What follows belongs to an exercise in optimizing a design on an open flow for small area and a short achievable clock period; a production flow would make more cautious choices.
RTL that was checked went through simulation tests only; none was proved equivalent to the original.
For runs 2 to 4, only the layout was checked, not whether the RTL still works.
No activity file was given, so power comes from the tool's default toggle rates.

## flow/flow/run.sh

```bash
#!/bin/bash
# Own layout flow: the standard layout (standard.sh) with three changes to
# synthesis only. Registers, flattening, renaming, and floorplan to finish are
# as in the standard flow.
#  1. Yosys's full/half-adder extraction (ADDER_MAP_FILE) is skipped, so ABC
#     maps adders and comparators as plain logic with fast carry paths.
#  2. The combinational modules opsel_a, opsel_b (register-bank read port
#     merged with operand forwarding) and flagpc (flags and next address) are
#     replaced by gl.v, hand-mapped sky130hd netlists of the same functions,
#     which flow/gen_gl.py writes here first. Synthesis treats them as black
#     boxes (SYNTH_BLACKBOXES), and they are read in before the final flatten.
#  3. ABC maps the rest of the top module for area (flow/own_abc.script in
#     place of ORFS's speed script): its logic is off the critical paths,
#     which run through the hand-mapped modules.
# One change to placement: the buffers that the standard flow puts on every
# input and output port are sky130_fd_sc_hd__buf_1 (BUFFER_PORTS_ARGS) rather
# than the delay cell buffer_ports picks by default; the resizer may size them.
set -euo pipefail
W=$PWD
python3 flow/gen_gl.py gl.v > gen_gl.log 2>&1
{
  head -n 1 synth_recipe.tcl
  echo 'set ::env(ADDER_MAP_FILE) ""'
  echo "set ::own_abc_script $W/flow/own_abc.script"
  echo 'proc own_fix_abc {args} { global abc_args; set i [lsearch -exact $abc_args -script]; if {$i >= 0} { lset abc_args [expr {$i + 1}] $::own_abc_script } }'
  echo 'trace add variable ::abc_args write own_fix_abc'
  sed -n '2p' synth_recipe.tcl
  echo "read_verilog -overwrite $W/gl.v"
  echo 'hierarchy -check -top $::env(DESIGN_NAME)'
  tail -n +3 synth_recipe.tcl
} > own_synth.tcl
sed "s#SYNTH_SCRIPT=[^ ]*#SYNTH_SCRIPT=$W/own_synth.tcl#" standard.sh > own_standard.sh
export SYNTH_BLACKBOXES='opsel_a opsel_b flagpc'
export BUFFER_PORTS_ARGS='-buffer_cell sky130_fd_sc_hd__buf_1'
bash own_standard.sh finish > flow_make.log 2>&1
```

## flow/flow/gen_gl.py

```python
#!/usr/bin/env python3
"""Generates hand-mapped sky130hd netlists for the combinational modules
opsel_a, opsel_b (register-bank read port merged with the operand-forwarding
mux) and flagpc (ALU flags and next program-memory address).
Each has the same function as the behavioural module of the same name in
rtl/RB.v / rtl/JumpControlBlock.v.  Usage: gen_gl.py OUTFILE (run by flow/run.sh)"""
import sys
P = 'sky130_fd_sc_hd__'

class Mod:
    def __init__(self, name, ports, decls):
        self.name, self.ports, self.decls = name, ports, decls
        self.cells, self.wires, self.n = [], [], 0
    def w(self, name):
        self.wires.append(name)
        return name
    def c(self, typ, out, **pins):
        self.n += 1
        if out is not None:
            op, net = out
            pins[op] = net
        conn = ', '.join('.%s(%s)' % (k, v) for k, v in pins.items())
        self.cells.append('  %s%s g%d (%s);' % (P, typ, self.n, conn))
    def g(self, typ, opin, **pins):
        """cell with a fresh output wire, returns the wire"""
        o = self.w('n%d' % (self.n + 1))
        self.c(typ, (opin, o), **pins)
        return o
    def text(self):
        s = 'module %s(%s);\n' % (self.name, ', '.join(self.ports))
        s += ''.join('  %s;\n' % d for d in self.decls)
        s += ''.join('  wire %s;\n' % x for x in self.wires)
        s += '\n'.join(self.cells) + '\nendmodule\n'
        return s

def opsel(name, with_imm):
    ports = ['y', 'yf', 'yc', 'm', 'a', 'ub', 'tex', 'treg', 'twb', 'tdm', 'ex', 'rg', 'wb', 'dm']
    decls = ['output [7:0] y, yf, yc', 'input [255:0] m', 'input [4:0] a', 'input ub, tex, treg, twb, tdm',
             'input [7:0] ex, rg, wb, dm']
    if with_imm:
        ports += ['timm', 'imm']
        decls += ['input timm', 'input [4:0] imm']
    M = Mod(name, ports, decls)
    an = [M.g('inv_1', 'Y', A='a[%d]' % i) for i in range(5)]
    bit = lambda i, v: ('a[%d]' % i) if v else an[i]
    pn = [M.g('nand3_1', 'Y', A='ub', B=bit(0, k & 1), C=bit(1, k >> 1)) for k in range(4)]
    qn = [M.g('nand3_1', 'Y', A=bit(2, j & 1), B=bit(3, (j >> 1) & 1), C=bit(4, j >> 2)) for j in range(8)]
    s = [M.g('nor2_1', 'Y', A=pn[i & 3], B=qn[i >> 2]) for i in range(32)]
    for b in range(8):
        terms = [(s[i], 'm[%d]' % (i * 8 + b)) for i in range(32)]
        terms += [('tex', 'ex[%d]' % b), ('treg', 'rg[%d]' % b), ('twb', 'wb[%d]' % b)]
        if with_imm and b < 5:
            terms.append(('timm', 'imm[%d]' % b))
        lo = []   # active-low partial terms
        for k in range(0, len(terms), 2):
            pr = terms[k:k + 2]
            if len(pr) == 2:
                lo.append(M.g('a22oi_1', 'Y', A1=pr[0][0], A2=pr[0][1], B1=pr[1][0], B2=pr[1][1]))
            else:
                lo.append(M.g('nand2_1', 'Y', A=pr[0][0], B=pr[0][1]))
        hi = []   # active-high partial ORs
        k = 0
        while k < len(lo):
            grp = lo[k:k + 4]
            if len(grp) == 4:
                hi.append(M.g('nand4_1', 'Y', A=grp[0], B=grp[1], C=grp[2], D=grp[3]))
            elif len(grp) == 3:
                hi.append(M.g('nand3_1', 'Y', A=grp[0], B=grp[1], C=grp[2]))
            elif len(grp) == 2:
                hi.append(M.g('nand2_1', 'Y', A=grp[0], B=grp[1]))
            else:
                hi.append(M.g('inv_1', 'Y', A=grp[0]))
            k += 4
        assert len(hi) == 5, len(hi)
        v0 = M.g('nor3_1', 'Y', A=hi[0], B=hi[1], C=hi[2])
        v1 = M.g('nor2_1', 'Y', A=hi[3], B=hi[4])
        dn = M.g('nand2_1', 'Y', A='tdm', B='dm[%d]' % b)
        M.c('nand3_1', ('Y', 'y[%d]' % b), A=v0, B=v1, C=dn)
        M.c('nand3_1', ('Y', 'yf[%d]' % b), A=v0, B=v1, C=dn)
        M.c('nand3_1', ('Y', 'yc[%d]' % b), A=v0, B=v1, C=dn)
    return M

def flagpc():
    ports = ['ca', 'Z', 'C', 'A', 'B', 'AC', 'BC', 'e_add', 'e_sub', 'e_eq', 'e_mov', 'e_and', 'e_or', 'e_not',
             'e_shl', 'e_shr', 'zk', 'ck', 'op', 'H', 'I', 'Jr', 'rst_d', 'Q_LD', 'Q_JMP2', 'intr', 'stall']
    decls = ['output [7:0] ca', 'output Z, C, stall', 'input [7:0] A, B, AC, BC',
             'input e_add, e_sub, e_eq, e_mov, e_and, e_or, e_not, e_shl, e_shr, zk, ck',
             'input [4:0] op', 'input [7:0] H, I, Jr', 'input rst_d, Q_LD, Q_JMP2, intr']
    M = Mod('flagpc', ports, decls)
    a = ['A[%d]' % i for i in range(8)]
    b = ['B[%d]' % i for i in range(8)]
    xn = [M.g('xnor2_1', 'Y', A=a[i], B=b[i]) for i in range(8)]
    o = [M.g('or2_1', 'X', A=a[i], B=b[i]) for i in range(8)]
    gn = [M.g('nand2_1', 'Y', A=a[i], B=b[i]) for i in range(8)]
    ac = ['AC[%d]' % i for i in range(8)]
    bc = ['BC[%d]' % i for i in range(8)]
    pn = [M.g('nor2_1', 'Y', A=ac[i], B=bc[i]) for i in range(8)]
    bn = [M.g('inv_1', 'Y', A=b[i]) for i in range(8)]
    ne = {k: M.g('inv_1', 'Y', A=k) for k in ('e_add', 'e_eq', 'e_mov', 'e_and', 'e_or', 'e_not', 'zk', 'op[1]')}
    ne['fsel'] = ne['op[1]']
    ne_sh = M.g('nor2_1', 'Y', A='e_shl', B='e_shr')
    def zero8(v, nen):
        f1 = M.g('nand4_1', 'Y', A=v[0], B=v[1], C=v[2], D=v[3])
        f2 = M.g('nand4_1', 'Y', A=v[4], B=v[5], C=v[6], D=v[7])
        if nen is None:
            return None, f1, f2
        return M.g('nor3_1', 'Y', A=f1, B=f2, C=nen), f1, f2
    t = [xn[0]] + [M.g('xor2_1', 'X', A=xn[i], B=o[i - 1]) for i in range(1, 8)]
    zadd, _, _ = zero8(t, ne['e_add'])
    zeq, _, _ = zero8(xn, ne['e_eq'])
    zmov, fM1, fM2 = zero8(bn, ne['e_mov'])
    znot, _, _ = zero8(b, ne['e_not'])
    zand, _, _ = zero8(gn, ne['e_and'])
    zor, _, _ = zero8(pn, ne['e_or'])
    # shift thresholds th[k] = (B[2:0] <= k)
    th = [None] * 8
    th[0] = M.g('nor3_1', 'Y', A=b[0], B=b[1], C=b[2])
    th[1] = M.g('nor2_1', 'Y', A=b[1], B=b[2])
    th[2] = M.g('a21oi_1', 'Y', A1=b[1], A2=b[0], B1=b[2])
    th[3] = bn[2]
    th[4] = M.g('o21ai_0', 'Y', A1=b[1], A2=b[0], B1=b[2])
    th[5] = M.g('nand2_1', 'Y', A=b[2], B=b[1])
    th[6] = M.g('nand3_1', 'Y', A=b[2], B=b[1], C=b[0])
    wn = [None] * 8
    wn[0] = M.g('a21oi_1', 'Y', A1='e_shr', A2=th[0], B1='e_shl')
    wn[7] = M.g('a21oi_1', 'Y', A1='e_shl', A2=th[0], B1='e_shr')
    for i in range(1, 7):
        wn[i] = M.g('a22oi_1', 'Y', A1='e_shl', A2=th[7 - i], B1='e_shr', B2=th[i])
    k = [M.g('nand2b_1', 'Y', A_N=wn[i], B=a[i]) for i in range(8)]
    _, fS1, fS2 = zero8(k, None)
    zsh = M.g('nor3_1', 'Y', A=fS1, B=fS2, C=ne_sh)
    y1 = M.g('nor3_1', 'Y', A=zadd, B=zeq, C=zmov)
    y2 = M.g('nor3_1', 'Y', A=znot, B=zand, C=zor)
    y3 = M.g('nor2_1', 'Y', A=zsh, B='zk')
    M.c('nand3_1', ('Y', 'Z'), A=y1, B=y2, C=y3)
    y2f = M.g('nor4_1', 'Y', A=znot, B=zand, C=zor, D=ne['fsel'])   # y2 & fsel
    # carries: prefix trees on active-low generate / propagate, generates gated by the op
    def carry(gl, pl):
        G10 = M.g('o21ai_0', 'Y', A1=pl[1], A2=gl[0], B1=gl[1])
        G32 = M.g('o21ai_0', 'Y', A1=pl[3], A2=gl[2], B1=gl[3])
        P32 = M.g('nor2_1', 'Y', A=pl[3], B=pl[2])
        G54 = M.g('o21ai_0', 'Y', A1=pl[5], A2=gl[4], B1=gl[5])
        P54 = M.g('nor2_1', 'Y', A=pl[5], B=pl[4])
        G76 = M.g('o21ai_0', 'Y', A1=pl[7], A2=gl[6], B1=gl[7])
        P76 = M.g('nor2_1', 'Y', A=pl[7], B=pl[6])
        G30n = M.g('a21oi_1', 'Y', A1=P32, A2=G10, B1=G32)
        G74n = M.g('a21oi_1', 'Y', A1=P76, A2=G54, B1=G76)
        P74n = M.g('nand2_1', 'Y', A=P76, B=P54)
        return M.g('o21ai_0', 'Y', A1=P74n, A2=G30n, B1=G74n)
    gan = [M.g('nand3_1', 'Y', A=ac[i], B=bc[i], C='e_add') for i in range(8)]
    cadd_e = carry(gan, pn)
    gsn = [M.g('nand3b_1', 'Y', A_N=bc[i], B=ac[i], C='e_sub') for i in range(8)]
    psn = [M.g('nor2b_1', 'Y', A=ac[i], B_N=bc[i]) for i in range(8)]
    bcn0 = M.g('inv_1', 'Y', A=bc[0])
    gsn[0] = M.g('o21ai_0', 'Y', A1=ac[0], A2=bcn0, B1='e_sub')   # carry-in 1: bit 0 generates when a0 | ~b0
    csub_e = carry(gsn, psn)
    bnz = M.g('or2_1', 'X', A=fM1, B=fM2)
    Cn = M.g('a211oi_1', 'Y', A1=csub_e, A2=bnz, B1=cadd_e, C1='ck')
    M.c('inv_1', ('Y', 'C'), A=Cn)
    # F = fsel ? Z : C  =  ~(fsel & y1 & y2 & y3 | ~fsel & Cn)
    # decode of the instruction in decode (op = ins[19:15]): stall and jumps
    i15, i16, i17, i18, i19 = ('op[%d]' % k for k in range(5))
    c1 = M.g('nor2_1', 'Y', A=i15, B='Q_LD')                 # ~i15 & ~Q_LD
    bb = M.g('mux2_1', 'X', A0=i15, A1=c1, S=i17)            # LD (i17) or HLT (~i17) pattern of the low bits
    aa = M.g('nor2_1', 'Y', A=i18, B=i16)
    nqj = M.g('inv_1', 'Y', A='Q_JMP2')
    dd = M.g('and3_1', 'X', A=i18, B=i17, C=nqj)             # conditional jump, not repeated
    ee = M.g('a21o_1', 'X', A1=aa, A2=bb, B1=dd)
    M.c('and3_1', ('X', 'stall'), A='rst_d', B=i19, C=ee)
    uu = M.g('nor3_1', 'Y', A=i17, B=i16, C=i15)
    jr = M.g('a21o_1', 'X', A1=uu, A2=i19, B1='intr')        # JMP, RET or interrupt
    cj = M.g('and3_1', 'X', A=i19, B=i18, C=i17)
    n15 = M.g('inv_1', 'Y', A=i15)
    T1 = M.g('a21o_1', 'X', A1=cj, A2=n15, B1=jr)
    T0 = M.g('a21o_1', 'X', A1=cj, A2=i15, B1=jr)
    # next address: seq = stall ? H : I; P_f = T_f ? Jr : (seq & rst_d); ca = F ? P_1 : P_0
    nrst = M.g('inv_1', 'Y', A='rst_d')
    for i in range(8):
        seqn = M.g('mux2i_1', 'Y', A0='I[%d]' % i, A1='H[%d]' % i, S='stall')
        sr = M.g('nor2_1', 'Y', A=seqn, B=nrst)
        p1n = M.g('mux2i_1', 'Y', A0=sr, A1='Jr[%d]' % i, S=T1)
        p0n = M.g('mux2i_1', 'Y', A0=sr, A1='Jr[%d]' % i, S=T0)
        F = M.g('a32oi_1', 'Y', A1=y1, A2=y2f, A3=y3, B1=ne['fsel'], B2=Cn)   # F = fsel ? Z : C, one per bit
        M.c('mux2i_1', ('Y', 'ca[%d]' % i), A0=p0n, A1=p1n, S=F)
    return M

with open(sys.argv[1], 'w') as f:
    f.write('// Generated by gen_gl.py: hand-mapped sky130hd netlists.\n')
    for M in (opsel('opsel_a', False), opsel('opsel_b', True), flagpc()):
        f.write(M.text())
```

## flow/flow/own_abc.script

```
strash
dch
amap -F 5
topo
```

## flow/standard.sh

```bash
#!/bin/bash
# synth_recipe.tcl (not shown) runs the flow's synth.tcl, then flattens the netlist and writes it again
# the make line also repeats each setting of config.mk as NAME=value (left out here)
make -C /OpenROAD-flow-scripts/flow DESIGN_CONFIG=/design/flow/config.mk WORK_HOME=/design/flow/orfs CLKGATE_MAP_FILE= SYNTH_SCRIPT=/design/flow/synth_recipe.tcl "${@:-finish}"
```

## flow/config.mk

```make
export PLATFORM = sky130hd
export DESIGN_NAME = Microprocessor
export DESIGN_NICKNAME = Microprocessor
export VERILOG_FILES = /design/flow/design.v
export SDC_FILE = /design/flow/constraint.sdc
export NUM_CORES = 4
export LEC_CHECK = 0
export CAP_MARGIN = 10
export CORE_MARGIN = 2
export CORE_UTILIZATION = 50
export CTS_CLUSTER_DIAMETER = 100
export CTS_CLUSTER_SIZE = 26
export SETUP_SLACK_MARGIN = 4.3
export SLEW_MARGIN = 10
```

## flow/constraint.sdc

```tcl
create_clock -name core_clock -period 11.0 [get_ports {clk}]
set_input_delay 2.2000 -clock core_clock [delete_from_list [all_inputs] [get_ports {clk}]]
set_output_delay 2.2000 -clock core_clock [all_outputs]
set_load 0.01 [all_outputs]
```

## flow/design.v

```verilog
`timescale 1ns / 1ps
module Microprocessor(ins, A, B, current_address, ans_ex, mux_ans_dm, ans_wb, data_out, data_in, interrupt, clk, reset,
                      pm_data, dm_en, dm_we, dm_wdata, dm_rdata);
input [7:0] data_in;
input clk;
input interrupt;
input reset;
input [19:0] pm_data;
input [7:0] dm_rdata;
output [7:0] data_out;
output [19:0] ins;
output [7:0] A;
output [7:0] B;
output [7:0] current_address;
output [7:0] ans_ex;
output [7:0] mux_ans_dm;
output [7:0] ans_wb;
output dm_en;
output dm_we;
output [7:0] dm_wdata;
reg        rst_d;                     
reg [19:0] ins_temp;                  
reg        stall_pm, Q_LD, Q_JMP1, Q_JMP2;
reg [7:0]  address_hold;              
reg        interrupt_reg;
reg [7:0]  current_adr_reg;
reg [1:0]  flag_reg;
reg        Load_reg, imm_sel, mem_en_dec, mem_rw_dec;
reg [4:0]  op_dec;
reg [4:0]  Rw1, Rw2, Rw3, Rw4;
reg        dmA, dmB;                  
reg        ubA, ubB;                  
reg        exA, exB, rgA, rgB, wbA, wbB;   
reg [7:0]  ans_ex_r, data_out_r, B_Bypass;
reg        mem_en_ex, mem_rw_ex;
reg [1:0]  flag_ex_clk;               
reg [7:0]  ans_reg;
reg        mem_mux_sel_dm;
reg [7:0]  ans_wb_r;
reg [7:0]  rf [0:31];
wire [4:0] ra_raw = ins_temp[9:5];
wire [4:0] rb_raw = ins_temp[4:0];
wire [4:0] Imm    = ins_temp[4:0];
assign ins = stall_pm ? ins_temp : pm_data;
wire [4:0] op_i = ins[19:15];
wire d_jump    = (op_i == 5'b11000);
wire d_conj    = (ins[19:17] == 3'b111);
wire d_load    = (op_i == 5'b10100) & ~Load_reg;
wire clear_adr = ~(d_jump | d_conj | Load_reg);
wire ld_st     = (ins[19:16] == 4'b1010);
wire [4:0] rw1_n = (reset & clear_adr) ? ins[14:10] : 5'b0;
wire [4:0] rw2_n = reset ? Rw1 : 5'b0;
wire [4:0] rw3_n = reset ? Rw2 : 5'b0;
wire [4:0] rw4_n = reset ? Rw3 : 5'b0;
wire z1 = (Rw1 == 5'b0), z2 = (Rw2 == 5'b0), z3 = (Rw3 == 5'b0);
function [1:0] fsel;
	input rst, clr;
	input [4:0] r;
	input [4:0] w2, w3, w4;
	input y2, y3, y4;
	reg e2, e3, e4;
	begin
		e2 = ~rst | (clr ? (r == w2) : y2);
		e3 = ~rst | (clr ? (r == w3) : y3);
		e4 = ~rst | (clr ? (r == w4) : y4);
		fsel = e2 ? 2'b01 : e3 ? 2'b10 : e4 ? 2'b11 : 2'b00;
	end
endfunction
wire [1:0] selA_n = fsel(reset, clear_adr, ins[9:5], Rw1, Rw2, Rw3, z1, z2, z3);
wire [1:0] selB_n = fsel(reset, clear_adr, ins[4:0], Rw1, Rw2, Rw3, z1, z2, z3);
wire       msel_n = reset & mem_en_ex & ~mem_rw_ex;
wire       imm_n  = reset & ~ins[19] & ins[18];
wire [255:0] rfv;
genvar g;
generate
	for (g = 0; g < 32; g = g + 1) begin : rfw
		assign rfv[g*8 +: 8] = rf[g];
	end
endgenerate
assign mux_ans_dm = mem_mux_sel_dm ? dm_rdata : ans_reg;
wire [7:0] A_f, B_f, A_c, B_c;        
opsel_a opA(.y(A), .yf(A_f), .yc(A_c), .m(rfv), .a(ra_raw), .ub(ubA), .tex(exA),
            .treg(rgA), .twb(wbA), .tdm(dmA),
            .ex(ans_ex_r), .rg(ans_reg), .wb(ans_wb_r), .dm(dm_rdata));
opsel_b opB(.y(B), .yf(B_f), .yc(B_c), .m(rfv), .a(rb_raw), .ub(ubB), .tex(exB),
            .treg(rgB), .twb(wbB), .tdm(dmB),
            .ex(ans_ex_r), .rg(ans_reg), .wb(ans_wb_r), .dm(dm_rdata), .timm(imm_sel), .imm(Imm));
wire       lo     = ~op_dec[4];
wire [2:0] f      = op_dec[2:0];
wire       e_add  = lo & (f == 3'b000);
wire       e_sub  = lo & (f == 3'b001);
wire       e_mov  = lo & (f == 3'b010);
wire       e_and  = lo & (f == 3'b100);
wire       e_or   = lo & (f == 3'b101);
wire       e_xor  = lo & (f == 3'b110);
wire       e_not  = lo & (f == 3'b111);
wire       e_pasa = (op_dec[4:1] == 4'b1010);             
wire       e_in   = (op_dec == 5'b10110);
wire       e_shl  = (op_dec == 5'b11001);
wire       e_sar  = (op_dec == 5'b11011);
wire       e_sh   = e_shl | (op_dec == 5'b11010) | e_sar;
wire       e_keep = (op_dec == 5'b10000) | (op_dec == 5'b10001) | (op_dec == 5'b10111) |
                    (op_dec == 5'b11000) | (op_dec[4:2] == 3'b111);    
wire [3:0] lut = ({4{e_mov}}  & 4'b1010) | ({4{e_and}} & 4'b1000) | ({4{e_or}} & 4'b1110) |
                 ({4{e_xor}}  & 4'b0110) | ({4{e_not}} & 4'b0101) | ({4{e_pasa}} & 4'b1100);
wire [7:0] lres;
genvar gi;
generate
	for (gi = 0; gi < 8; gi = gi + 1) begin : lu
		assign lres[gi] = lut[{A[gi], B[gi]}];
	end
endgenerate
wire [7:0] sum = A + (B ^ {8{f[0]}}) + {7'b0, f[0]};
wire [2:0] s = B[2:0];
wire [7:0] Ar = {A[0], A[1], A[2], A[3], A[4], A[5], A[6], A[7]};
wire [7:0] shin = e_shl ? Ar : A;
wire       fill = e_sar & A[7];
wire [15:0] shw = {{8{fill}}, shin} >> s;
wire [7:0] sho = shw[7:0];
wire [7:0] shres = e_shl ? {sho[0], sho[1], sho[2], sho[3], sho[4], sho[5], sho[6], sho[7]} : sho;
wire [7:0] ans_temp = lres | ({8{e_add | e_sub}} & sum) | ({8{e_in}} & data_in) |
                      ({8{e_sh}} & shres) | ({8{e_keep}} & ans_ex_r);
wire j_ret = (op_i == 5'b10000);
wire [7:0] jmp_loc = j_ret ? current_adr_reg : (interrupt_reg ? 8'hf0 : ins[7:0]);
wire [7:0] inc_adr = address_hold + 8'd1;
wire [7:0] Jr = rst_d ? jmp_loc : 8'b0;
wire e_fkeep = e_pasa | (op_dec == 5'b10111) | (op_dec == 5'b11000) | (op_dec[4:2] == 3'b111);   
wire zk = (e_in & (data_in == 8'b0)) | (e_fkeep & flag_ex_clk[1]);
wire ck = e_fkeep & flag_ex_clk[0];
wire z_f, c_f, stall;
flagpc fpc(.ca(current_address), .Z(z_f), .C(c_f), .A(A_f), .B(B_f), .AC(A_c), .BC(B_c), .e_add(e_add), .e_sub(e_sub),
           .e_eq(e_sub | e_xor), .e_mov(e_mov), .e_and(e_and), .e_or(e_or), .e_not(e_not),
           .e_shl(e_shl), .e_shr((op_dec == 5'b11010) | e_sar), .zk(zk), .ck(ck), .op(op_i),
           .H(address_hold), .I(inc_adr), .Jr(Jr), .rst_d(rst_d), .Q_LD(Q_LD), .Q_JMP2(Q_JMP2),
           .intr(interrupt_reg), .stall(stall));
wire [1:0] flag_ex = {z_f, c_f};
assign ans_ex   = ans_ex_r;
assign data_out = data_out_r;
assign ans_wb   = ans_wb_r;
assign dm_en    = mem_en_ex;
assign dm_we    = mem_rw_ex;
assign dm_wdata = B_Bypass;
always @(posedge clk) begin
	rst_d        <= reset;
	ins_temp     <= ins;
	address_hold <= current_address;
	stall_pm     <= reset & stall;
	Q_LD         <= reset & rst_d & (op_i == 5'b10100) & ~Q_LD;
	Q_JMP1       <= reset & rst_d & (ins[19:17] == 3'b111) & ~Q_JMP2;
	Q_JMP2       <= reset & Q_JMP1;
	interrupt_reg   <= reset & interrupt;
	current_adr_reg <= reset ? (interrupt ? current_address : current_adr_reg) : 8'b0;
	flag_reg        <= reset ? (interrupt ? flag_ex : flag_reg) : 2'b0;
	Load_reg   <= reset & d_load;
	imm_sel    <= imm_n;
	mem_en_dec <= reset & ld_st & ~mem_en_dec;
	mem_rw_dec <= reset & ins[0] & ~mem_rw_dec;
	op_dec     <= reset ? op_i : 5'b0;
	Rw1 <= rw1_n;
	Rw2 <= rw2_n;
	Rw3 <= rw3_n;
	Rw4 <= rw4_n;
	dmA  <= (selA_n == 2'b10) & msel_n;
	dmB  <= (selB_n == 2'b10) & msel_n & ~imm_n;
	ubA  <= (selA_n == 2'b00);
	ubB  <= (selB_n == 2'b00) & ~imm_n;
	exA  <= (selA_n == 2'b01);
	exB  <= (selB_n == 2'b01) & ~imm_n;
	rgA  <= (selA_n == 2'b10) & ~msel_n;
	rgB  <= (selB_n == 2'b10) & ~msel_n & ~imm_n;
	wbA  <= (selA_n == 2'b11);
	wbB  <= (selB_n == 2'b11) & ~imm_n;
	ans_ex_r    <= reset ? ans_temp : 8'b0;
	data_out_r  <= reset ? ((op_dec == 5'b10111) ? A : data_out_r) : 8'b0;
	B_Bypass    <= B;
	mem_en_ex   <= reset & mem_en_dec;
	mem_rw_ex   <= reset & mem_rw_dec;
	flag_ex_clk <= flag_ex;
	ans_reg        <= reset ? ans_ex_r : 8'b0;
	mem_mux_sel_dm <= msel_n;
	ans_wb_r       <= reset ? mux_ans_dm : 8'b0;
end
wire [7:0] wd0 = ans_wb_r & {8{rst_d}};
wire [7:0] wd1 = ans_wb_r | {8{~rst_d}};
generate
	for (g = 0; g < 32; g = g + 1) begin : bank
		localparam [7:0] RV = ((g / 10) << 4) | (g % 10);
		wire we = ~rst_d | (Rw4 == g);
		wire [7:0] wd = (wd1 & RV) | (wd0 & ~RV);
		always @(posedge clk)
			if (we) rf[g] <= wd;
	end
endgenerate
endmodule
`timescale 1ns / 1ps
module flagpc(ca, Z, C, A, B, AC, BC, e_add, e_sub, e_eq, e_mov, e_and, e_or, e_not, e_shl, e_shr, zk, ck, op,
              H, I, Jr, rst_d, Q_LD, Q_JMP2, intr, stall);
output [7:0] ca;
output Z, C, stall;
input [7:0] A, B;
input [7:0] AC, BC;              
input e_add, e_sub, e_eq, e_mov, e_and, e_or, e_not, e_shl, e_shr, zk, ck;
input [4:0] op;                
input [7:0] H, I, Jr;
input rst_d, Q_LD, Q_JMP2, intr;
wire [8:0] sum = {1'b0, A} + {1'b0, B};
wire [8:0] sumc = {1'b0, AC} + {1'b0, BC};
wire [2:0] s = B[2:0];
wire [7:0] mlo = 8'hff >> s;
wire [7:0] mhi = 8'hff << s;
assign Z = zk | (e_add & (sum[7:0] == 8'b0)) | (e_eq & (A == B)) | (e_mov & (B == 8'b0)) |
           (e_and & ((A & B) == 8'b0)) | (e_or & ((AC | BC) == 8'b0)) | (e_not & (B == 8'hff)) |
           ((e_shl | e_shr) & ((A & (({8{e_shl}} & mlo) | ({8{e_shr}} & mhi))) == 8'b0));
assign C = ck | (e_add & sumc[8]) | (e_sub & (AC >= BC) & (B != 8'b0));
wire fsel = op[1];
wire conj = (op[4:2] == 3'b111);
assign stall = rst_d & (((op == 5'b10100) & ~Q_LD) | (op == 5'b10001) | (conj & ~Q_JMP2));
wire ts = (op == 5'b11000) | (op == 5'b10000) | intr;
wire T1 = ts | (conj & ~op[0]);
wire T0 = ts | (conj &  op[0]);
wire F = fsel ? Z : C;
wire [7:0] seq = stall ? H : I;
wire [7:0] P1 = T1 ? Jr : (seq & {8{rst_d}});
wire [7:0] P0 = T0 ? Jr : (seq & {8{rst_d}});
assign ca = F ? P1 : P0;
endmodule
`timescale 1ns / 1ps
module opsel_a(y, yf, yc, m, a, ub, tex, treg, twb, tdm, ex, rg, wb, dm);
output [7:0] y, yf, yc;
input [255:0] m;
input [4:0] a;
input ub, tex, treg, twb, tdm;
input [7:0] ex, rg, wb, dm;
assign yf = y;
assign yc = y;
assign y = ({8{ub}} & m[a*8 +: 8]) | ({8{tex}} & ex) | ({8{treg}} & rg) | ({8{twb}} & wb) | ({8{tdm}} & dm);
endmodule
module opsel_b(y, yf, yc, m, a, ub, tex, treg, twb, tdm, ex, rg, wb, dm, timm, imm);
output [7:0] y, yf, yc;
input [255:0] m;
input [4:0] a;
input ub, tex, treg, twb, tdm;
input [7:0] ex, rg, wb, dm;
input timm;
input [4:0] imm;
assign yf = y;
assign yc = y;
assign y = ({8{ub}} & m[a*8 +: 8]) | ({8{tex}} & ex) | ({8{treg}} & rg) | ({8{twb}} & wb) | ({8{tdm}} & dm) |
           {3'b000, {5{timm}} & imm};
endmodule
```

==> results of run 1 <==
==> what timing repair did <==
item	in CTS	in global routing
pin swaps	7	37
setup endpoints to repair	8	8
resized for setup	63	167
hold buffers	0	0
buffers inserted	7	14
gates cloned	0	2
==> area by class of cell <==
| type | count | share of cell area [%] |
|---|---|---|
| Sequential cell | 382 | 49.0 |
| Inverter | 125 | 2.26 |
| Clock inverter | 4 | 0.371 |
| Timing Repair Buffer | 177 | 4.18 |
| Tap cell | 461 | 2.76 |
| Multi-Input combinational cell | 1218 | 38.9 |
| Clock buffer | 30 | 2.47 |
==> critical path, stage by stage <==
cell,delay (ns)
buf_1,0.27
nand2_2,0.13
nand3_1,0.18
nor2_1,0.09
nor2_1,0.13
nand2_1,0.07
o21ai_0,0.36
a211oi_2,0.09
buf_4,0.21
a32oi_2,0.25
mux2i_2,0.28
clkbuf_2,0.17
==> power groups by stage <==
stage | Sequential [uW] | Clock [uW] | Combinational [uW]
final | 1740 | 830 | 738
after global routing | 1750 | 894 | 796
after CTS | 1740 | 839 | 668
after detailed placement | 1770 | 0 | 647
after global placement | 1770 | 0 | 641
after floorplan | 1740 | 0 | 425
==> routing by layer <==
layer,vias to the layer above,track usage [%],wire length (um)
met5,-,0,0
met4,0,8.83,1770
met3,116,6.17,7200
met2,1045,49.7,28800
met1,7970,49.6,27000
li1,7243,-,-
==> through the flow <==
step / utilization [%] / instance area [sq um] / hold slack, ns
after global placement: 54.2 / 19200 / 0.395
after CTS: 56.9 / 20100 / 0.407
after detailed placement: 54.2 / 19200 / 0.393
after floorplan: - / 17900 / 0.383
after global routing: 59.0 / 20900 / 0.439
final: 59.0 / 20900 / 0.409
==> worst paths after layout <==
kind	to	slack [ns]	depth (start not counted)
setup / recovery	current_address[4]	4.35	12
hold / removal	mem_rw_dec	0.41	1
setup reg to reg	ans_ex_r[7]	5.93	16
hold reg to reg	mem_rw_dec	0.41	1
==> results.rst, run 1 <==
.. list-table::
   :header-rows: 1

   * - Metric
     - Value
   * - Power share of the combinational group
     - 22.3%
   * - Internal Pwr Total
     - 2250 uW
   * - Max FFs per register
     - 256
   * - CP startpoint kind
     - primary input
   * - Via count of the first global-routing pass
     - 14300
   * - Antenna fix cells
     - 0
   * - Routed WL
     - 64800 um
   * - Total CTS buffers
     - 19
   * - Number of nets produced by synthesis
     - 1762
   * - H-Tree Depth
     - 1
   * - CP required
     - 8.80 ns
   * - Total track usage
     - 33.2%
   * - Number of maximum-capacitance constraint violations
     - 0
   * - First-pass GRT wire length
     - 91200 um
   * - Routed via count
     - 16400
   * - Final Hold Violating Endpoints
     - 0
   * - Normalized max-slew margin
     - 15.4%
   * - Worst setup slack after layout
     - 4.35 ns
   * - Number of clock sinks
     - 382
   * - Synth Warn #
     - 2
   * - Commonest non-fill, non-tap cell in the layout
     - a22oi_1
   * - Setup violators final
     - 0
   * - Final-report max-slew violation count
     - 0
   * - Proportion of power drawn by flip-flops and latches
     - 52.6%
   * - Biggest regs
     - rf (256), ins_temp (20)
   * - Total Nets Final
     - 1962
   * - Leakage power summed over all cells
     - 0.00706 uW
   * - Critical path data arrival time
     - 4.45 ns
   * - Reg with most FFs
     - rf
   * - Count of placed standard cells including taps
     - 2339
   * - Post-synthesis cell count
     - 1723
   * - Clock slew seen by the registers of the worst setup and hold paths
     - 0.10 ns
   * - Sw Pwr
     - 1060 uW
   * - Area added between synthesis and finish
     - 16.9%
   * - Actual transition at the worst max-transition pin
     - 1.26 ns
   * - Area of combinational cells with multiple inputs
     - 8140 sq um
   * - Die area
     - 37300 sq um
   * - Post-route DRC violation count
     - 0
   * - Filler instances
     - 3064
   * - Unrepaired setup endpoints after global routing
     - no
   * - Die Width
     - 193 um
   * - Remaining Overflow, GRT
     - 0
   * - Reg2Reg Launch Point
     - ubB
   * - Boundary Pins
     - 125
   * - Pwr/cell area
     - 158 nW/um^2
   * - Crit Path Max Fanout
     - 9
   * - Clock tree from TritonCTS
     - done
   * - Fraction of final layout cells with drive strength greater than 1
     - 13.3%
   * - Total power of the final layout
     - 3310 uW
   * - Final Non-Filler Cells
     - 2397
   * - Peak supply drop
     - 0.000175 V
   * - Highest-count cells in the layout ignoring fill and taps
     - 289 x a22oi_1, 256 x edfxtp_1, 161 x nor2_1
   * - Pre-antenna DRT Iters
     - 8
   * - Mean post-synth cell area
     - 10.4 sq um
   * - Maximum number of pins on one net before global-route repair
     - 69
   * - Sequential cell area
     - 10200 sq um
   * - Port Buf Inserts
     - 124
   * - Buffer levels on the longest clock path
     - 3
   * - Die height
     - 193 um
   * - Initial Utilization
     - 50.5%
   * - Average vias per placed instance
     - 6.83
   * - Net Sw Frac
     - 32.1%
   * - Clock insertion delay at the later pin of the skew report
     - 0.56 ns
   * - Worst setup EP type
     - output port
   * - Result of the run
     - finished clean
   * - Antenna violations before repair
     - 0
   * - Worst setup startpoint
     - dm_rdata[6]
   * - Achievable frequency
     - 0.150 GHz
   * - Routed length per placed instance
     - 27.0 um
   * - Share of power burned in the clock network
     - 25.1%
   * - Placement Setup Slack
     - 3.87 ns
   * - Final cycle utilization of the critical path
     - 60.4%
   * - Post-layout minimum cycle time
     - 6.65 ns
   * - Worst Min Path Start
     - mem_rw_dec
   * - Class of the worst hold path
     - reg -> reg
   * - Cell area after technology mapping
     - 17900 sq um
   * - Total Negative Setup Slacks
     - 0 ns
   * - Antenna-violating nets left
     - 0
   * - Final weighted congestion in routability-driven placement
     - 0.995
   * - Drt first-iter violations
     - 2329
   * - Class of the most critical setup path
     - in -> out
   * - Core footprint
     - 35400 sq um
   * - # rows
     - 69
   * - Clock root cell
     - clkbuf_16
   * - Clock skew after layout
     - 0.0302 ns
   * - Final HPWL DP
     - 47500 um
==> inputs of run 2 (changes only) <==
--- a/flow/design.v
+++ b/flow/design.v
@@ -128,7 +128,8 @@
 wire zk = (e_in & (data_in == 8'b0)) | (e_fkeep & flag_ex_clk[1]);
 wire ck = e_fkeep & flag_ex_clk[0];
 wire z_f, c_f, stall;
-flagpc fpc(.ca(current_address), .Z(z_f), .C(c_f), .A(A_f), .B(B_f), .AC(A_c), .BC(B_c), .e_add(e_add), .e_sub(e_sub),
+wire [7:0] ca_i;                      
+flagpc fpc(.ca(current_address), .cai(ca_i), .Z(z_f), .C(c_f), .A(A_f), .B(B_f), .AC(A_c), .BC(B_c), .e_add(e_add), .e_sub(e_sub),
            .e_eq(e_sub | e_xor), .e_mov(e_mov), .e_and(e_and), .e_or(e_or), .e_not(e_not),
            .e_shl(e_shl), .e_shr((op_dec == 5'b11010) | e_sar), .zk(zk), .ck(ck), .op(op_i),
            .H(address_hold), .I(inc_adr), .Jr(Jr), .rst_d(rst_d), .Q_LD(Q_LD), .Q_JMP2(Q_JMP2),
@@ -143,13 +144,13 @@
 always @(posedge clk) begin
 	rst_d        <= reset;
 	ins_temp     <= ins;
-	address_hold <= current_address;
+	address_hold <= ca_i;
 	stall_pm     <= reset & stall;
 	Q_LD         <= reset & rst_d & (op_i == 5'b10100) & ~Q_LD;
 	Q_JMP1       <= reset & rst_d & (ins[19:17] == 3'b111) & ~Q_JMP2;
 	Q_JMP2       <= reset & Q_JMP1;
 	interrupt_reg   <= reset & interrupt;
-	current_adr_reg <= reset ? (interrupt ? current_address : current_adr_reg) : 8'b0;
+	current_adr_reg <= reset ? (interrupt ? ca_i : current_adr_reg) : 8'b0;
 	flag_reg        <= reset ? (interrupt ? flag_ex : flag_reg) : 2'b0;
 	Load_reg   <= reset & d_load;
 	imm_sel    <= imm_n;
@@ -193,9 +194,9 @@
 endgenerate
 endmodule
 `timescale 1ns / 1ps
-module flagpc(ca, Z, C, A, B, AC, BC, e_add, e_sub, e_eq, e_mov, e_and, e_or, e_not, e_shl, e_shr, zk, ck, op,
+module flagpc(ca, cai, Z, C, A, B, AC, BC, e_add, e_sub, e_eq, e_mov, e_and, e_or, e_not, e_shl, e_shr, zk, ck, op,
               H, I, Jr, rst_d, Q_LD, Q_JMP2, intr, stall);
-output [7:0] ca;
+output [7:0] ca, cai;           
 output Z, C, stall;
 input [7:0] A, B;
 input [7:0] AC, BC;              
@@ -208,7 +209,10 @@
 wire [2:0] s = B[2:0];
 wire [7:0] mlo = 8'hff >> s;
 wire [7:0] mhi = 8'hff << s;
-assign Z = zk | (e_add & (sum[7:0] == 8'b0)) | (e_eq & (A == B)) | (e_mov & (B == 8'b0)) |
+wire [7:0] zx = A ^ B;
+wire [7:0] zp = AC | BC;
+wire z_add = ~zx[0] & (zx[7:1] == zp[6:0]);
+assign Z = zk | (e_add & z_add) | (e_eq & (A == B)) | (e_mov & (B == 8'b0)) |
            (e_and & ((A & B) == 8'b0)) | (e_or & ((AC | BC) == 8'b0)) | (e_not & (B == 8'hff)) |
            ((e_shl | e_shr) & ((A & (({8{e_shl}} & mlo) | ({8{e_shr}} & mhi))) == 8'b0));
 assign C = ck | (e_add & sumc[8]) | (e_sub & (AC >= BC) & (B != 8'b0));
@@ -223,6 +227,7 @@
 wire [7:0] P1 = T1 ? Jr : (seq & {8{rst_d}});
 wire [7:0] P0 = T0 ? Jr : (seq & {8{rst_d}});
 assign ca = F ? P1 : P0;
+assign cai = ca;
 endmodule
 `timescale 1ns / 1ps
 module opsel_a(y, yf, yc, m, a, ub, tex, treg, twb, tdm, ex, rg, wb, dm);
--- a/flow/flow/gen_gl.py
+++ b/flow/flow/gen_gl.py
@@ -81,16 +81,15 @@
     return M
 
 def flagpc():
-    ports = ['ca', 'Z', 'C', 'A', 'B', 'AC', 'BC', 'e_add', 'e_sub', 'e_eq', 'e_mov', 'e_and', 'e_or', 'e_not',
+    ports = ['ca', 'cai', 'Z', 'C', 'A', 'B', 'AC', 'BC', 'e_add', 'e_sub', 'e_eq', 'e_mov', 'e_and', 'e_or', 'e_not',
              'e_shl', 'e_shr', 'zk', 'ck', 'op', 'H', 'I', 'Jr', 'rst_d', 'Q_LD', 'Q_JMP2', 'intr', 'stall']
-    decls = ['output [7:0] ca', 'output Z, C, stall', 'input [7:0] A, B, AC, BC',
+    decls = ['output [7:0] ca, cai', 'output Z, C, stall', 'input [7:0] A, B, AC, BC',
              'input e_add, e_sub, e_eq, e_mov, e_and, e_or, e_not, e_shl, e_shr, zk, ck',
              'input [4:0] op', 'input [7:0] H, I, Jr', 'input rst_d, Q_LD, Q_JMP2, intr']
     M = Mod('flagpc', ports, decls)
     a = ['A[%d]' % i for i in range(8)]
     b = ['B[%d]' % i for i in range(8)]
     xn = [M.g('xnor2_1', 'Y', A=a[i], B=b[i]) for i in range(8)]
-    o = [M.g('or2_1', 'X', A=a[i], B=b[i]) for i in range(8)]
     gn = [M.g('nand2_1', 'Y', A=a[i], B=b[i]) for i in range(8)]
     ac = ['AC[%d]' % i for i in range(8)]
     bc = ['BC[%d]' % i for i in range(8)]
@@ -105,7 +104,7 @@
         if nen is None:
             return None, f1, f2
         return M.g('nor3_1', 'Y', A=f1, B=f2, C=nen), f1, f2
-    t = [xn[0]] + [M.g('xor2_1', 'X', A=xn[i], B=o[i - 1]) for i in range(1, 8)]
+    t = [xn[0]] + [M.g('xnor2_1', 'Y', A=xn[i], B=pn[i - 1]) for i in range(1, 8)]
     zadd, _, _ = zero8(t, ne['e_add'])
     zeq, _, _ = zero8(xn, ne['e_eq'])
     zmov, fM1, fM2 = zero8(bn, ne['e_mov'])
@@ -180,8 +179,10 @@
         sr = M.g('nor2_1', 'Y', A=seqn, B=nrst)
         p1n = M.g('mux2i_1', 'Y', A0=sr, A1='Jr[%d]' % i, S=T1)
         p0n = M.g('mux2i_1', 'Y', A0=sr, A1='Jr[%d]' % i, S=T0)
-        F = M.g('a32oi_1', 'Y', A1=y1, A2=y2f, A3=y3, B1=ne['fsel'], B2=Cn)   # F = fsel ? Z : C, one per bit
+        if i % 4 == 0:   # F = fsel ? Z : C, one copy per four bits
+            F = M.g('a32oi_1', 'Y', A1=y1, A2=y2f, A3=y3, B1=ne['fsel'], B2=Cn)
         M.c('mux2i_1', ('Y', 'ca[%d]' % i), A0=p0n, A1=p1n, S=F)
+        M.c('mux2i_1', ('Y', 'cai[%d]' % i), A0=p0n, A1=p1n, S=F)
     return M
 
 with open(sys.argv[1], 'w') as f:
==> results.rst, run 2 <==
.. list-table::
   :header-rows: 1

   * - Metric
     - Value
   * - Result of the run
     - finished clean
   * - Average vias per placed instance
     - 6.77 (-0.96%)
   * - Worst hold path stage count
     - 1 (unchanged)
   * - Number of clock sinks
     - 382 (unchanged)
   * - Core footprint
     - 35400 sq um (unchanged)
   * - Worst setup EP type
     - output port
   * - Met2 GRT Util
     - 50.3% (+0.62 points)
   * - Drt first-iter violations
     - 2232 (-4.2%)
   * - Buffer levels on the longest clock path
     - 3 (unchanged)
   * - Clock slew seen by the registers of the worst setup and hold paths
     - 0.11 ns (about the same)
   * - Biggest regs
     - rf (256), ins_temp (20)
   * - Clock skew after layout
     - 0.0413 ns (+0.0110 ns)
   * - Remaining Overflow, GRT
     - 0 (unchanged)
   * - Reg with most FFs
     - rf
   * - Total track usage
     - 33.3% (+0.11 points)
   * - CP required
     - 8.80 ns (about the same)
   * - Post-layout minimum cycle time
     - 6.63 ns (-0.0153 ns)
   * - Port Buf Inserts
     - 124 (unchanged)
   * - Setup violators final
     - 0 (unchanged)
   * - Antenna violations before repair
     - 0 (unchanged)
   * - Met3 routing resource usage after global routing
     - 8.04% (+1.9 points)
   * - Layer carrying the most global-route usage
     - met2
   * - Critical path data arrival time
     - 4.43 ns (-0.02 ns)
   * - Class of the worst hold path
     - reg -> reg
   * - Antenna fix cells
     - 0 (unchanged)
   * - Routed WL
     - 64000 um (-1.2%)
   * - Normalized max-slew margin
     - 20.9% (+5.5 points)
   * - Routed length per placed instance
     - 26.8 um (-0.94%)
   * - Number of nets produced by synthesis
     - 1757 (-0.28%)
   * - Fraction of final layout cells with drive strength greater than 1
     - 13.8% (+0.46 points)
   * - Number of cells on the worst reg-to-reg path
     - 18 (+2)
   * - Unrepaired setup endpoints after global routing
     - yes
   * - Achievable frequency
     - 0.151 GHz (+0.23%)
   * - Die area
     - 37300 sq um (about the same)
   * - # rows
     - 69 (unchanged)
   * - Clock insertion delay at the later pin of the skew report
     - 0.56 ns (about the same)
   * - Total CTS buffers
     - 19 (unchanged)
   * - Met1 GRT Util
     - 47.9% (-1.7 points)
   * - Pre-antenna DRT Iters
     - 6 (-2)
   * - Peak supply drop
     - 0.000142 V (-19%)
   * - Final HPWL DP
     - 46500 um (-2.1%)
   * - Mean post-synth cell area
     - 10.4 sq um (+0.20%)
   * - Final-report max-slew violation count
     - 0 (unchanged)
   * - Final cycle utilization of the critical path
     - 60.3% (-0.14 points)
   * - Final weighted congestion in routability-driven placement
     - 0.975 (-2.0%)
   * - Commonest non-fill, non-tap cell in the layout
     - a22oi_1
   * - Die Width
     - 193 um (about the same)
   * - Synth Warn #
     - 2 (unchanged)
   * - Number of maximum-capacitance constraint violations
     - 0 (unchanged)
   * - Boundary Pins
     - 125 (unchanged)
   * - Final Hold Violating Endpoints
     - 0 (unchanged)
   * - Die height
     - 193 um (about the same)
   * - Maximum number of pins on one net before global-route repair
     - 52 (-25%)
   * - Minimum hold slack
     - 0.418 ns (+0.00895 ns)
   * - Leakage power summed over all cells
     - 0.00705 uW (about the same)
   * - Post-synthesis cell count
     - 1718 (-0.29%)
   * - Clock root cell
     - clkbuf_16
   * - Actual transition at the worst max-transition pin
     - 1.18 ns (-0.0772 ns)
   * - Via count of the first global-routing pass
     - 14500 (+1.8%)
   * - Area added between synthesis and finish
     - 16.7%
   * - Total Nets Final
     - 1955 (-0.36%)
   * - Max FFs per register
     - 256 (unchanged)
   * - First-pass GRT wire length
     - 91500 um (+0.35%)
   * - Class of the most critical setup path
     - reg -> out
   * - CP startpoint kind
     - flip-flop
   * - Antenna-violating nets left
     - 0 (unchanged)
   * - Post-route DRC violation count
     - 0 (unchanged)
   * - Routed via count
     - 16200 (-1.3%)
   * - Highest-count cells in the layout ignoring fill and taps
     - 289 x a22oi_1, 256 x edfxtp_1, 145 x nor2_1
   * - Cell area after technology mapping
     - 17900 sq um (about the same)
   * - Post-CTS Hold Buffers
     - 0 (unchanged)
   * - Crit Path Max Fanout
     - 8 (-1)
   * - Clock tree from TritonCTS
     - done
   * - Initial Utilization
     - 50.5% (about the same)
   * - Total Negative Setup Slacks
     - 0 ns (unchanged)
   * - Pwr/cell area
     - 157 nW/um^2 (-0.69%)
   * - H-Tree Depth
     - 1 (unchanged)
-- run 2: final cells by class --
cell class,count,area [sq um]
clock buffer,30,517
clock inverter,4,48.8
fill,3057,14600
inverter,125,470
multi-input combinational,1212,8110
sequential,382,10200
tap,461,577
timing repair buffer,176,870
-- run 2: report_power, final --
group          switching, uW  internal [uW]  leakage (uW)
combinational            491            243       0.00313
clock                    474            338      0.000273
sequential              91.6           1640       0.00366
total                   1060           2220       0.00705
-- run 2: timing repair --
item                       4_1_cts  5_1_grt
cloned                           0        1
pin swaps                        9       39
setup endpoints to repair        8        8
buffers inserted                 1       15
resized for setup              105      139
-- run 2: through the flow --
step	power (uW)	util [%]	area, sq um	worst slack, ns	cells
6_report	3280	58.9	20800	4.37	2390
5_1_grt	3410	58.9	20800	4.19	2390
4_1_cts	3220	56.9	20200	4.27	2373
3_5_place_dp	2410	54.2	19200	3.97	2338
3_3_place_gp	2410	54.2	19200	4.07	2338
2_1_floorplan	2160	-	17900	4.42	1718
-- run 2: worst paths after layout --
kind / from / endpoint / slack, ns
worst max-delay path: ins_temp[0] / current_address[6] / 4.37
worst min-delay path: mem_rw_dec / mem_rw_dec / 0.42
worst max register to register: ins_temp[0] / ans_ex_r[7] / 5.96
worst min register to register: mem_rw_dec / mem_rw_dec / 0.42
-- run 2: layer usage --
| metal | up-vias | part of all wire, % | wire (um) |
|---|---|---|---|
| met5 | - | 0 | 0 |
| li1 | 7201 | - | - |
| met3 | 121 | 11 | 6940 |
| met2 | 936 | 44 | 28400 |
| met1 | 7911 | 42 | 26700 |
| met4 | 0 | 3.0 | 1910 |
-- run 2: critical path, cell delays in order (launching register included) --
cell and delay, ns:
dfxtp_4 0.41, inv_1 0.11, nand3_4 0.22, nor2_2 0.16
a22oi_1 0.35, nand4_1 0.23, nor2_2 0.46, nand3_2 0.22
nand3b_1 0.22, o21ai_1 0.26, a21oi_1 0.08, o21ai_1 0.18
a211oi_2 0.11, a32oi_1 0.22, buf_6 0.20, mux2i_1 0.24
clkbuf_2 0.16
==> inputs of run 3 (changes only) <==
==> flow/config.mk (replaced) <==
export PLATFORM = sky130hd
export DESIGN_NAME = Microprocessor
export DESIGN_NICKNAME = Microprocessor
export VERILOG_FILES = /design/flow/design.v
export SDC_FILE = /design/flow/constraint.sdc
export NUM_CORES = 4
export LEC_CHECK = 0
export CAP_MARGIN = 5
export CORE_MARGIN = 2
export CORE_UTILIZATION = 55
export CTS_CLUSTER_DIAMETER = 100
export CTS_CLUSTER_SIZE = 26
export SETUP_SLACK_MARGIN = 4.3
export SLEW_MARGIN = 5
==> results.rst, run 3 <==
.. list-table::
   :header-rows: 1

   * - Metric
     - Value
   * - Mean post-synth cell area
     - 10.4 sq um (unchanged)
   * - Boundary Pins
     - 125 (unchanged)
   * - Setup violators final
     - 0 (unchanged)
   * - Final Hold Violating Endpoints
     - 0 (unchanged)
   * - Terminus of the critical flop-to-flop path
     - ans_ex_r[4]
   * - Synth Warn #
     - 2 (unchanged)
   * - CP startpoint kind
     - flip-flop
   * - Total track usage
     - 36.5% (+3.2 points)
   * - Class of the worst hold path
     - reg -> reg
   * - Final weighted congestion in routability-driven placement
     - 1.04 (+6.6%)
   * - Worst Min Path Start
     - mem_rw_dec
   * - Unrepaired setup endpoints after global routing
     - yes
   * - Clock root cell
     - clkbuf_16
   * - Post-route DRC violation count
     - 0 (unchanged)
   * - Average vias per placed instance
     - 6.91 (+2.1%)
   * - Area added between synthesis and finish
     - 18.0%
   * - Post-layout minimum cycle time
     - 6.68 ns (+0.0448 ns)
   * - Initial Utilization
     - 55.3% (+4.9 points)
   * - First-pass GRT wire length
     - 92100 um (+0.73%)
   * - Total CTS buffers
     - 19 (unchanged)
   * - Reg with most FFs
     - rf
   * - Max FFs per register
     - 256 (unchanged)
   * - Cell area after layout
     - 21100 sq um (+1.2%)
   * - Leakage power summed over all cells
     - 0.00711 uW (+0.76%)
   * - Drt first-iter violations
     - 2454 (+9.9%)
   * - Antenna-violating nets left
     - 0 (unchanged)
   * - Largest incremental delay on the critical path
     - 0.56 ns (+0.10 ns)
   * - Cell area after technology mapping
     - 17900 sq um (unchanged)
   * - Routed via count
     - 16400 (+1.6%)
   * - Remaining Overflow, GRT
     - 0 (unchanged)
   * - Via count of the first global-routing pass
     - 15000 (+3.3%)
   * - Commonest non-fill, non-tap cell in the layout
     - a22oi_1
   * - Clock slew seen by the registers of the worst setup and hold paths
     - 0.10 ns (about the same)
   * - Final-report max-slew violation count
     - 0 (unchanged)
   * - Routed WL
     - 63400 um (-0.88%)
   * - Die height
     - 184 um (-4.6%)
   * - Number of maximum-capacitance constraint violations
     - 0 (unchanged)
   * - Maximum number of pins on one net before global-route repair
     - 56 (+7.7%)
   * - Reg2Reg Launch Point
     - ins_temp[3]
   * - # rows
     - 66 (-4.3%)
   * - CP required
     - 8.80 ns (about the same)
   * - Core footprint
     - 32300 sq um (-8.8%)
   * - Number of buffer and inverter instances along the worst setup path
     - 3 (unchanged)
   * - Fraction of final layout cells with drive strength greater than 1
     - 14.1% (+0.27 points)
   * - Peak supply drop
     - 0.000175 V (+23%)
   * - Final cycle utilization of the critical path
     - 60.7% (+0.41 points)
   * - Critical path data arrival time
     - 4.48 ns (+0.05 ns)
   * - Worst setup EP type
     - output port
   * - Pwr/cell area
     - 156 nW/um^2 (-0.69%)
   * - Number of cells on the worst reg-to-reg path
     - 20 (+2)
   * - Normalized max-slew margin
     - 10.4% (-11 points)
   * - Buffer levels on the longest clock path
     - 3 (unchanged)
   * - Total Nets Final
     - 1962 (+0.36%)
   * - H-Tree Depth
     - 1 (unchanged)
   * - Actual transition at the worst max-transition pin
     - 1.33 ns (+0.152 ns)
   * - Antenna violations before repair
     - 1 (+1)
   * - Final HPWL DP
     - 45900 um (-1.3%)
   * - Pre-antenna DRT Iters
     - 7 (+1)
   * - Number of clock sinks
     - 382 (unchanged)
   * - Routed length per placed instance
     - 26.7 um (-0.33%)
   * - Biggest regs
     - rf (256), ins_temp (20)
   * - Achievable frequency
     - 0.150 GHz (-0.67%)
   * - Cell Chain, Critical Path
     - inv_1 > nand3_1 > nor2_1 > a22oi_1 > nand4_1 > nor2_2 > nand3_1 > o21ai_0 > o21ai_1 > a21oi_1 > o21ai_1 > a211oi_2 > a32oi_1 > buf_4 > mux2i_1 > clkbuf_2
   * - Antenna fix cells
     - 0 (unchanged)
   * - Post-CTS Hold Buffers
     - 0 (unchanged)
   * - Cell with the biggest individual delay on the critical path
     - nor2_1
   * - Post-synthesis cell count
     - 1718 (unchanged)
   * - Clock tree from TritonCTS
     - done
   * - Port Buf Inserts
     - 124 (unchanged)
   * - Highest-count cells in the layout ignoring fill and taps
     - 289 x a22oi_1, 256 x edfxtp_1, 143 x nor2_1
   * - Worst R2R Setup Slack
     - 6.02 ns (+0.06 ns)
   * - Hold endpoint
     - mem_rw_dec
   * - Class of the most critical setup path
     - reg -> out
   * - Dominant delay contributor by cell family on the critical path
     - simple AND/OR/NAND/NOR gates
   * - Minimum hold slack
     - 0.412 ns (-0.00616 ns)
   * - Die area
     - 33900 sq um (-8.9%)
   * - Clock insertion delay at the later pin of the skew report
     - 0.57 ns (about the same)
   * - Crit Path Max Fanout
     - 8 (unchanged)
   * - Clock skew after layout
     - 0.0368 ns (-0.00450 ns)
   * - Die Width
     - 184 um (-4.6%)
   * - Placed instance area
     - 19200 sq um (about the same)
   * - Worst hold path stage count
     - 1 (unchanged)
   * - Number of nets produced by synthesis
     - 1757 (unchanged)
   * - Total Negative Setup Slacks
     - 0 ns (unchanged)
   * - Result of the run
     - finished clean
-- run 3: layout make-up --
type,count,area (sq um)
Tap cell,442,553
Sequential cell,382,10200
Clock buffer,30,527
Timing Repair Buffer,182,945
Multi-Input combinational cell,1213,8300
Fill cell,2562,11200
Clock inverter,3,41.3
Inverter,125,478
-- run 3: worst reg2reg max path, delay by kind of cell, from the launching register on --
family / cells / cell delay (ns)
compound gates: 9 / 1.90
buf+inv: 3 / 0.87
simple gates: 8 / 1.69
flops: 1 / 0.43
-- run 3: layer usage --
layer	GRT usage [%]	vias up	share of wire, %
met4	11.9	0	3.4
met2	55.1	1179	44
met3	6.97	172	13
met5	0	-	0
li1	-	7206	-
met1	53.1	7866	40
-- run 3: report_power, final --
| group | internal, uW | switching (uW) | total, uW |
|---|---|---|---|
| clock | 343 | 471 | 814 |
| sequential | 1640 | 93.3 | 1740 |
| combinational | 249 | 498 | 747 |
-- run 3: worst max-delay path by stage --
stage | start | to | depth (start not counted)
floorplan | dm_rdata[1] | current_address[0] | 9
global placement | dm_rdata[2] | current_address[4] | 13
detailed placement | dm_rdata[2] | current_address[1] | 13
CTS | ins_temp[5] | current_address[1] | 16
global route | ins_temp[8] | current_address[4] | 17
finish | ins_temp[7] | current_address[1] | 16
-- run 3: timing repair --
action,4_1_cts,5_1_grt
buffers inserted,1,22
cloned,1,1
pin swaps,6,35
gates resized for setup,86,188
setup endpoints to repair,8,8
hold endpoints to repair,0,0
-- run 3: stage by stage --
step,instances,setup WS (ns),util (%),total power (uW)
5_1_grt,2377,4.22,65.3,3420
2_1_floorplan,1718,4.42,-,2160
4_1_cts,2354,4.30,62.3,3210
3_5_place_dp,2319,3.93,59.4,2410
3_3_place_gp,2319,3.98,59.4,2400
6_report,2377,4.32,65.3,3300
==> inputs of run 4 (changes only) <==
--- a/flow/flow/gen_gl.py
+++ b/flow/flow/gen_gl.py
@@ -72,12 +72,11 @@
                 hi.append(M.g('inv_1', 'Y', A=grp[0]))
             k += 4
         assert len(hi) == 5, len(hi)
-        v0 = M.g('nor3_1', 'Y', A=hi[0], B=hi[1], C=hi[2])
-        v1 = M.g('nor2_1', 'Y', A=hi[3], B=hi[4])
         dn = M.g('nand2_1', 'Y', A='tdm', B='dm[%d]' % b)
-        M.c('nand3_1', ('Y', 'y[%d]' % b), A=v0, B=v1, C=dn)
-        M.c('nand3_1', ('Y', 'yf[%d]' % b), A=v0, B=v1, C=dn)
-        M.c('nand3_1', ('Y', 'yc[%d]' % b), A=v0, B=v1, C=dn)
+        for out in ('y', 'yf', 'yc'):     # each copy has its own last two levels
+            v0 = M.g('nor3_1', 'Y', A=hi[0], B=hi[1], C=hi[2])
+            v1 = M.g('nor2_1', 'Y', A=hi[3], B=hi[4])
+            M.c('nand3_1', ('Y', '%s[%d]' % (out, b)), A=v0, B=v1, C=dn)
     return M
 
 def flagpc():
--- a/flow/config.mk
+++ b/flow/config.mk
@@ -5,10 +5,10 @@
 export SDC_FILE = /design/flow/constraint.sdc
 export NUM_CORES = 4
 export LEC_CHECK = 0
-export CAP_MARGIN = 5
+export CAP_MARGIN = 10
 export CORE_MARGIN = 2
-export CORE_UTILIZATION = 55
+export CORE_UTILIZATION = 50
 export CTS_CLUSTER_DIAMETER = 100
 export CTS_CLUSTER_SIZE = 26
 export SETUP_SLACK_MARGIN = 4.3
-export SLEW_MARGIN = 5
+export SLEW_MARGIN = 10
==> results.rst, run 4 <==
.. list-table::
   :header-rows: 1

   * - Metric
     - Value
   * - Number of clock sinks
     - 382 (unchanged)
   * - Layer carrying the most global-route usage
     - met2
   * - Buffer levels on the longest clock path
     - 3 (unchanged)
   * - Routed via count
     - 17000 (+3.4%)
   * - Biggest regs
     - rf (256), ins_temp (20)
   * - Number of buffer and inverter instances along the worst setup path
     - 4 (+1)
   * - # rows
     - 69 (+4.5%)
   * - Clock root cell
     - clkbuf_16
   * - Post-layout minimum cycle time
     - 6.66 ns (-0.0150 ns)
   * - Die area
     - 37800 sq um (+11%)
   * - Reg2Reg Launch Point
     - ins_temp[2]
   * - Maximum number of pins on one net before global-route repair
     - 44 (-21%)
   * - Boundary Pins
     - 125 (unchanged)
   * - Pre-antenna DRT Iters
     - 6 (-1)
   * - Core footprint
     - 35700 sq um (+10%)
   * - Worst setup slack after layout
     - 4.34 ns (+0.0150 ns)
   * - Worst setup startpoint
     - ins_temp[3]
   * - Clock insertion delay at the later pin of the skew report
     - 0.56 ns (about the same)
   * - Antenna-violating nets left
     - 0 (unchanged)
   * - Met3 routing resource usage after global routing
     - 6.92% (-0.051 points)
   * - Total CTS buffers
     - 18 (-1)
   * - Mean post-synth cell area
     - 10.2 sq um (-2.1%)
   * - Number of maximum-capacitance constraint violations
     - 0 (unchanged)
   * - Area of combinational cells with multiple inputs
     - 8450 sq um (+1.7%)
   * - Met2 GRT Util
     - 52.9% (-2.2 points)
   * - Highest-count cells in the layout ignoring fill and taps
     - 287 x a22oi_1, 256 x edfxtp_1, 179 x nor2_1
   * - Normalized max-slew margin
     - 18.8% (+8.5 points)
   * - Placed instance area
     - 19500 sq um (+1.6%)
   * - Result of the run
     - finished clean
   * - Share of power burned in the clock network
     - 23.5% (-1.2 points)
   * - Average vias per placed instance
     - 6.80 (-1.5%)
   * - Total Negative Setup Slacks
     - 0 ns (unchanged)
   * - Die Width
     - 195 um (+5.6%)
   * - Reg with most FFs
     - rf
   * - Filler instances
     - 3059 (+19%)
   * - Fraction of final layout cells with drive strength greater than 1
     - 15.0% (+0.98 points)
   * - Class of the most critical setup path
     - reg -> out
   * - Peak supply drop
     - 0.000148 V (-15%)
   * - Power share of the combinational group
     - 23.4% (+0.7 points)
   * - Leakage power summed over all cells
     - 0.00730 uW (+2.6%)
   * - Internal Pwr Total
     - 2220 uW (-0.81%)
   * - Total track usage
     - 34.1% (-2.4 points)
   * - Post-route DRC violation count
     - 0 (unchanged)
   * - Final Hold Violating Endpoints
     - 0 (unchanged)
   * - Cell Chain, Critical Path
     - inv_1 > nand3_2 > nor2_2 > a22oi_1 > nand4_1 > nor3_4 > nand3_4 > buf_4 > nor3_1 > a21oi_1 > nand2b_1 > nand4_1 > nor3_2 > nor2_1 > a32oi_1 > buf_4 > mux2i_1 > buf_1
   * - Net Sw Frac
     - 32.1% (-0.085 points)
   * - Number of cells on the worst reg-to-reg path
     - 19 (-5.0%)
   * - Die height
     - 195 um (+5.6%)
   * - First-pass GRT wire length
     - 97000 um (+5.3%)
   * - Max FFs per register
     - 256 (unchanged)
   * - Final Non-Filler Cells
     - 2496 (+5.0%)
   * - Proportion of power drawn by flip-flops and latches
     - 53.1% (+0.4 points)
   * - Class of the worst hold path
     - reg -> reg
   * - Total Nets Final
     - 2062 (+5.1%)
   * - Cell area after layout
     - 21500 sq um (+1.7%)
   * - Crit Path Max Fanout
     - 8 (unchanged)
   * - Cell area after technology mapping
     - 18100 sq um (+1.6%)
   * - H-Tree Depth
     - 1 (unchanged)
   * - Clock skew after layout
     - 0.0312 ns (-0.00558 ns)
   * - Sw Pwr
     - 1050 uW (-1.2%)
   * - Sequential cell area
     - 10200 sq um (about the same)
   * - CP startpoint kind
     - flip-flop
   * - Pwr/cell area
     - 152 nW/um^2 (-2.6%)
   * - Antenna violations before repair
     - 1 (unchanged)
   * - Worst hold path stage count
     - 1 (unchanged)
   * - Synth Warn #
     - 2 (unchanged)
   * - Final cycle utilization of the critical path
     - 60.6% (-0.14 points)
   * - Final HPWL DP
     - 49700 um (+8.3%)
   * - Dominant delay contributor by cell family on the critical path
     - simple AND/OR/NAND/NOR gates
   * - Placement Setup Slack
     - 4.12 ns (+0.190 ns)
   * - CP required
     - 8.80 ns (about the same)
   * - Achievable frequency
     - 0.150 GHz (+0.22%)
   * - Final-report max-slew violation count
     - 0 (unchanged)
   * - Drt first-iter violations
     - 2083 (-15%)
   * - Initial Utilization
     - 50.9% (-4.4 points)
   * - Clock slew seen by the registers of the worst setup and hold paths
     - 0.10 ns (about the same)
   * - Routed length per placed instance
     - 27.0 um (+1.2%)
   * - Count of placed standard cells including taps
     - 2403 (+3.6%)
   * - Antenna fix cells
     - 0 (unchanged)
   * - Clock tree from TritonCTS
     - done
   * - Setup violators final
     - 0 (unchanged)
   * - Port Buf Inserts
     - 124 (unchanged)
   * - Unrepaired setup endpoints after global routing
     - no
   * - Actual transition at the worst max-transition pin
     - 1.20 ns (-0.126 ns)
   * - Remaining Overflow, GRT
     - 0 (unchanged)
   * - Post-CTS Hold Buffers
     - 0 (unchanged)
   * - Number of nets produced by synthesis
     - 1821 (+3.6%)
   * - Total number of cells along the worst setup path
     - 18 (+2)
   * - Critical path data arrival time
     - 4.46 ns (-0.02 ns)
   * - Cell with the biggest individual delay on the critical path
     - dfxtp_4
   * - Worst setup EP type
     - output port
   * - Via count of the first global-routing pass
     - 15400 (+3.0%)
   * - Met1 GRT Util
     - 47.7% (-5.5 points)
   * - Routed WL
     - 67400 um (+6.2%)
   * - Commonest non-fill, non-tap cell in the layout
     - a22oi_1
   * - Final weighted congestion in routability-driven placement
     - 0.986 (-5.1%)
   * - Post-synthesis cell count
     - 1782 (+3.7%)
   * - Area added between synthesis and finish
     - 18.2%
   * - Largest incremental delay on the critical path
     - 0.46 ns (-0.10 ns)
   * - Worst Min Path Start
     - mem_rw_dec
-- run 4: cell type report --
class                           count  share of cell area (%)
Sequential cell                   382                    47.7
Multi-Input combinational cell   1277                    39.4
Timing Repair Buffer              219                    5.58
Tap cell                          461                    2.69
Clock buffer                       29                    2.29
Inverter                          125                    2.20
Clock inverter                      3                   0.134
-- run 4: power groups by stage --
stage / Clock (uW) / Combinational (uW) / Sequential [uW]
floorplan: 0 / 440 / 1740
global placement: 0 / 661 / 1760
detailed placement: 0 / 663 / 1760
CTS: 775 / 689 / 1730
global route: 828 / 821 / 1750
finish: 767 / 764 / 1740
-- run 4: through the flow --
step,total power [uW],utilization (%),hold slack (ns)
after global routing,3390,60.2,0.421
final,3270,60.2,0.407
after CTS,3190,57.6,0.412
after detailed placement,2420,54.6,0.397
after global placement,2420,54.6,0.394
after floorplan,2180,-,0.383
-- run 4: final timing paths --
check / end / slack [ns]
max: current_address[6] / 4.34
min: mem_rw_dec / 0.41
max reg2reg: ans_ex_r[4] / 6.00
min reg2reg: mem_rw_dec / 0.41
-- run 4: routing by layer --
layer | share of wire [%] | routed length [um]
met5 | 0 | 0
met4 | 3.8 | 2580
met3 | 11 | 7260
met2 | 45 | 30300
met1 | 40 | 27200
-- run 4: what timing repair did --
item                                    4_1_cts  5_1_grt
setup buffers                                27       31
endpoints found under the setup margin        8        8
gates cloned                                  0        2
gates resized for setup                      86      156
pin swaps                                    22       36

## what the ideal ports hide
How much do the figures lean on ideal ports? The routed layouts below were timed once more, with nothing changed but the port constraints. Step 1: set_driving_cell puts a clkbuf_16 on clk and a buf_2 on each other input, an assumption about the parent block. Step 2 times the ports against the registers' clock, not the clock port: input delays grow and output delays shrink by t, the midpoint of the rising clock arrivals with the driver on. a / b / c = ideal ports / drivers / drivers and shift; a / b = the first two.
run | t (ns) | setup slack, ns | worst setup path after step 2 | worst register clock-pin slew, ns
run 1 | 0.596 | 4.353 / 4.325 / 4.325 | input to output | 0.11 / 0.11
run 2 | 0.600 | 4.368 / 4.312 / 4.364 | input to output | 0.11 / 0.11
run 3 | 0.602 | 4.324 / 4.270 / 4.361 | input to output | 0.11 / 0.11
run 4 | 0.599 | 4.339 / 4.283 / 4.346 | input to output | 0.11 / 0.11
After both steps every run listed still meets setup and hold. For run 1, which loses most, drivers alone change the setup slack by -0.028 ns; drivers and shift together by -0.028 ns.
